This is an optimization exercise on Yosys and OpenROAD, whose aim is small area and a short achievable clock period, not a production implementation.
In this exercise RTL edits were held to simulation tests only and were not proved equivalent to the original.
No activity file was given, so power comes from the tool's default toggle rates.

==> flow/design.v (outline; a module is shown in full before it is edited, if it fits) <==
// module alu: 160 lines
// module alu_mul: 2422 lines
// module alu_div: 7352 lines
// module alu_top: 32 lines
module alu_top (
    input             clk,
    input      [31:0] operand_a,
    input      [31:0] operand_b,
    input      [4:0]  operation,
    input             clear_lsb,
    output reg [31:0] result,
    output reg        error
);
  // ...
==> flow/flow/run.sh <==
#!/bin/bash
# Layout flow: the standard flow (standard.sh: same synthesis, same settings,
# same clock and constraints), except that the resizer's repair_timing is asked
# for a setup slack margin of 48 ns, so that it sizes up and buffers the long
# divider paths instead of stopping at zero slack. Its moves are limited to
# sizing gates up and inserting buffers (no pin swaps, no gate cloning), so the
# layout's netlist keeps the synthesized netlist's structure.
# make's output goes to standard.log; ORFS's own logs are under orfs/logs/.
set -euo pipefail
export SETUP_SLACK_MARGIN=48
export SETUP_MOVE_SEQUENCE=sizeup,buffer
export SKIP_GATE_CLONING=1
export SKIP_PIN_SWAP=1
bash standard.sh > standard.log 2>&1
==> flow/standard.sh <==
#!/bin/bash
# synth_recipe.tcl (not shown) runs the flow's synth.tcl, then flattens the netlist and writes it again
# the make line also repeats each setting of config.mk as NAME=value (left out here)
make -C /OpenROAD-flow-scripts/flow DESIGN_CONFIG=/design/flow/config.mk WORK_HOME=/design/flow/orfs CLKGATE_MAP_FILE= SYNTH_SCRIPT=/design/flow/synth_recipe.tcl "${@:-finish}"
==> flow/config.mk <==
export PLATFORM = sky130hd
export DESIGN_NAME = alu_top
export DESIGN_NICKNAME = alu_top
export VERILOG_FILES = /design/flow/design.v
export SDC_FILE = /design/flow/constraint.sdc
export NUM_CORES = 4
export LEC_CHECK = 0
export ABC_AREA = 1
export CAP_MARGIN = 20
export CORE_MARGIN = 2
export CORE_UTILIZATION = 40
export CTS_CLUSTER_DIAMETER = 50
export CTS_CLUSTER_SIZE = 10
export SLEW_MARGIN = 20
==> flow/constraint.sdc <==
create_clock -name core_clock -period 75.0 [get_ports {clk}]
set_input_delay 15.0000 -clock core_clock [delete_from_list [all_inputs] [get_ports {clk}]]
set_output_delay 15.0000 -clock core_clock [all_outputs]
set_load 0.01 [all_outputs]
==> flow_summary.json, run 1 <==
{
  "yosys_warnings": 1,
  "synth-xor-area-share_pct": 11.3,
  "syn_nets": 13630,
  "avgSynthCellArea_sq_um": 5.88,
  "ctsResizeCount": 151,
  "irDropWorstVdd_v": 0.000154,
  "hold_end": "result[1]",
  "setup.worst_path.start": "b_q[16]",
  "cp_num_buf_inv": 26,
  "pg_seq_uw": 82.7,
  "grt.met1_usage_pct": 45.9,
  "intPower_mw": 1.34,
  "status": "no timing/DRC/antenna violations",
  "clock-skew-final_ns": 0.0392,
  "whs_ns": 0.748,
  "die_w_um": 440,
  "cts_buffer_depth": 2,
  "largest_class": "multi-input combinational cells",
  "final_nets": 13886,
  "synth_compound_area_share_pct": 12.3,
  "num_antenna_cells": 7,
  "wl_per_cell_um": 24.0,
  "num-multi-input-gates": 10378,
  "clkbuf_count": 9,
  "drtIter0Drc": 10668
}
==> run 2: changes to the inputs <==
==> flow/flow/run.sh (replaced) <==
#!/bin/bash
# Layout flow: the standard flow (standard.sh: same synthesis, same settings,
# same clock and constraints), except that the resizer's repair_timing is asked
# for a setup slack margin of 50 ns, so that it sizes up and buffers the long
# divider paths instead of stopping at zero slack. Its moves are limited to
# sizing gates up and inserting buffers (no pin swaps, no gate cloning), so the
# layout's netlist keeps the synthesized netlist's structure.
# make's output goes to standard.log; ORFS's own logs are under orfs/logs/.
set -euo pipefail
export SETUP_SLACK_MARGIN=50
export SETUP_MOVE_SEQUENCE=sizeup,buffer
export SKIP_GATE_CLONING=1
export SKIP_PIN_SWAP=1
bash standard.sh > standard.log 2>&1
==> flow_summary.json, run 2 <==
{
  "async_flop_share_pct": 0,
  "netlist.area_leader.share_pct": 18.4,
  "synthTopCellsByArea": "nand2_1, fa_1, xor2_1",
  "worstRegToRegCells": 189,
  "yosys.area_share.simple_pct": 43.8,
  "cap_violations": 0,
  "worstHoldStart": "a_q[1]",
  "synth-xor-area-share_pct": 11.3,
  "top_regs": "a_q x32, b_q x32, result x32",
  "worst_setup_path_start_kind": "flip-flop",
  "start_util_pct": 40.1,
  "final_common_cell": "nand2_1",
  "path_clk_slew_ns": 0.12,
  "finalHoldViolations": 0,
  "wl_per_cell_um": 24.0,
  "drive_gt1_share_pct": 18.6,
  "yosys_warnings": 1,
  "avgSynthCellArea_sq_um": 5.88,
  "slowest_stage": "a21oi_4",
  "synth_compound_area_share_pct": 12.3,
  "seq_area_frac_synth_pct": 2.71,
  "globalplace.congestion": 1.09,
  "synthAdderAreaFrac_pct": 15.0,
  "grt_overflow": 0,
  "slowest_delay_ns": 0.94,
  "htree_levels": 3,
  "track_usage_pct": 37.6,
  "cts_buffer_depth": 2,
  "syn2layout_area_growth_pct": 13.7,
  "timing.rr.end": "result[22]",
  "routed_via_density": 5.88,
  "synth-seq-cells": 103,
  "synth_common_cells": "nand2_1, inv_1, nand3_1",
  "synth_edf_count": 0,
  "routed_wl_mm": 376,
  "cts_sinks": 103,
  "final_cell_mix": "nand2_1, inv_1, nand3_1",
  "synth_top_family_by_area": "simple AND/OR/NAND/NOR gates",
  "whs_ns": 0.752,
  "synth_cell_types": 84,
  "synth_top_flop_cell": "dfxtp_1",
  "coreArea_sq_mm": 0.190,
  "die_y_um": 440,
  "fin_ws_ns": 48.75,
  "worstHoldPathCells": 4,
  "final_nets": 13868,
  "antenna_found_initial": 26,
  "synth_area_sq_mm": 0.0761,
  "rows": 160,
  "path_class": "flip-flop to flip-flop",
  "hpwlAfterDp_mm": 272,
  "tightest_slew_ns": 1.22,
  "drc": 0,
  "pwr_density_cell_mw_per_mm2": 47.8,
  "hold_class": "flip-flop to flip-flop",
  "clk_latency_ns": 0.52,
  "crit_family": "simple AND/OR/NAND/NOR gates",
  "yosys.area.top_type": "nand2_1",
  "cp.required_ns": 75.39,
  "cts_tree": "yes",
  "syn_nets": 13630,
  "drt_pass1_iterations": 9,
  "die_w_um": 440,
  "grt_pass1_wl_mm": 548,
  "path_max_fanout": 36,
  "cp_num_buf_inv": 26,
  "setup.worst_path.start": "b_q[16]",
  "yosysMostFrequentCell": "nand2_1",
  "ant_nets": 0,
  "crit_arrival_ns": 26.64,
  "endpoint_kind": "flip-flop",
  "ios": 104,
  "dp_slack_ns": 42.54,
  "die_area_sq_mm": 0.194,
  "setup_viol": 0,
  "period_share_pct": 35.0,
  "max_freq_mhz": 38.1,
  "irDropWorstVdd_v": 0.000158,
  "via_count": 92314,
  "synthCells": 12939,
  "path_common_cell": "nand2_2",
  "synth.mux.area_fraction_pct": 0.0526,
  "crit_cells": 189,
  "cts_made_buffers": 9,
  "port_buffers": 103,
  "setup_tns_ns": 0,
  "regToRegSetupSlack_ns": 48.75,
  "clock-skew-final_ns": 0.0327,
  "first_global_vias": 85216,
  "status": "no timing/DRC/antenna violations",
  "worstReg2RegStart": "b_q[16]",
  "grt_max_degree": 55,
  "period_needed_ns": 26.25,
  "rsz0062_at_grt": "yes",
  "slew_headroom_pct": 18.5,
  "hold_end": "result[1]",
  "power_leakage_nw": 44.4,
  "finalMaxSlewViolations": 0,
  "drtIter0Drc": 10532,
  "cts_root_buf": "clkbuf_16"
}
[run 2: cell counts after synthesis]
Identical to the previous run, type by type.
[run 2: worst min-delay path, stage by stage (launching register included)]
cell and delay, ns:
dfxtp_1 0.31, buf_4 0.19, nand2_1 0.09, nand3_1 0.07, nand2_1 0.06
[run 2: stage by stage]
step                      power, mW  instances  instance area (sq um)  utilization [%]
after global placement         3.77      15178                  78200             41.3
final                          4.13      15700                  86600             45.7
after CTS                      3.93      15555                  84000             44.3
after floorplan                2.49      12939                  76100                -
after detailed placement       3.79      15179                  78200             41.3
after global routing           4.50      15693                  86600             45.7
[run 2: kinds of logic after synthesis]
family / Yosys count
and+or+nand+nor: 7193
buffers and inverters: 2458
AOI/OAI and AO/OA: 1578
xor gates and xnor gates: 983
adders and majority gates: 620
DFF: 103
muxes: 4
[run 2: area by class of cell]
class	instances	area [sq um]
diodes	7	17.5
clock buffers	9	225
clock inverters	7	98.8
fillers	20244	103000
inverters	1828	7090
multi-input cells	10378	66700
flip-flops and latches	103	2100
well taps	2511	3140
repair buffers	857	7160
[run 2: report_power, final]
group          leakage (nW)  switching, mW  internal, mW
Clock                 0.157         0.0391        0.0246
Sequential            0.866         0.0143        0.0683
Combinational          43.3           2.74          1.24
Total                  44.4           2.80          1.34
[run 2: worst max path at each step]
stage / end
6_report: result[22]
5_1_grt: result[19]
4_1_cts: result[6]
3_5_place_dp: result[27]
3_3_place_gp: result[27]
2_1_floorplan: result[24]
[run 2: timing repair]
item                                    CTS  global route
hold buffers                              0             0
setup buffers                           360           137
endpoints found under the setup margin   32            32
pin swaps                                 0             0
resized for setup                       604           396
[run 2: per-layer routing]
| layer | vias up | routed length [um] | track usage (%) |
|---|---|---|---|
| met5 | - | 97 | 0.149 |
| met4 | 18 | 32700 | 26.7 |
| met3 | 1392 | 46600 | 10.7 |
| met2 | 5675 | 155000 | 56.0 |
| met1 | 42949 | 142000 | 46.3 |
| li1 | 42280 | - | - |

static timing again, ports no longer ideal:
In the flow no input, the clock included, has a driving cell. The finished layouts below were timed again as built, in two steps. Step 1 sets driving cells, clkbuf_16 on the clock port and buf_2 on the other inputs (assumed; they add their load-dependent delay and slew). Step 2 adds t to the input delays and takes it off the output delays; t is the mean of the earliest and latest rising clock arrival at the registers after step 1. Input paths then give back, and output paths get back, about the clock's delay inside the block. Three values: no drivers, after step 1, after step 2; two values: the first two.
run | t (ns) | setup slack, ns | worst setup path at the end | latest minus earliest clock arrival (ns) | slew at the worst register clock pin (ns)
run 1 | 0.593 | 48.578 / 48.578 / 48.578 | register to register | 0.043 / 0.043 | 0.12 / 0.12
run 2 | 0.589 | 48.751 / 48.751 / 48.751 | register to register | 0.035 / 0.036 | 0.12 / 0.12
After both steps setup and hold are still met in every run listed.
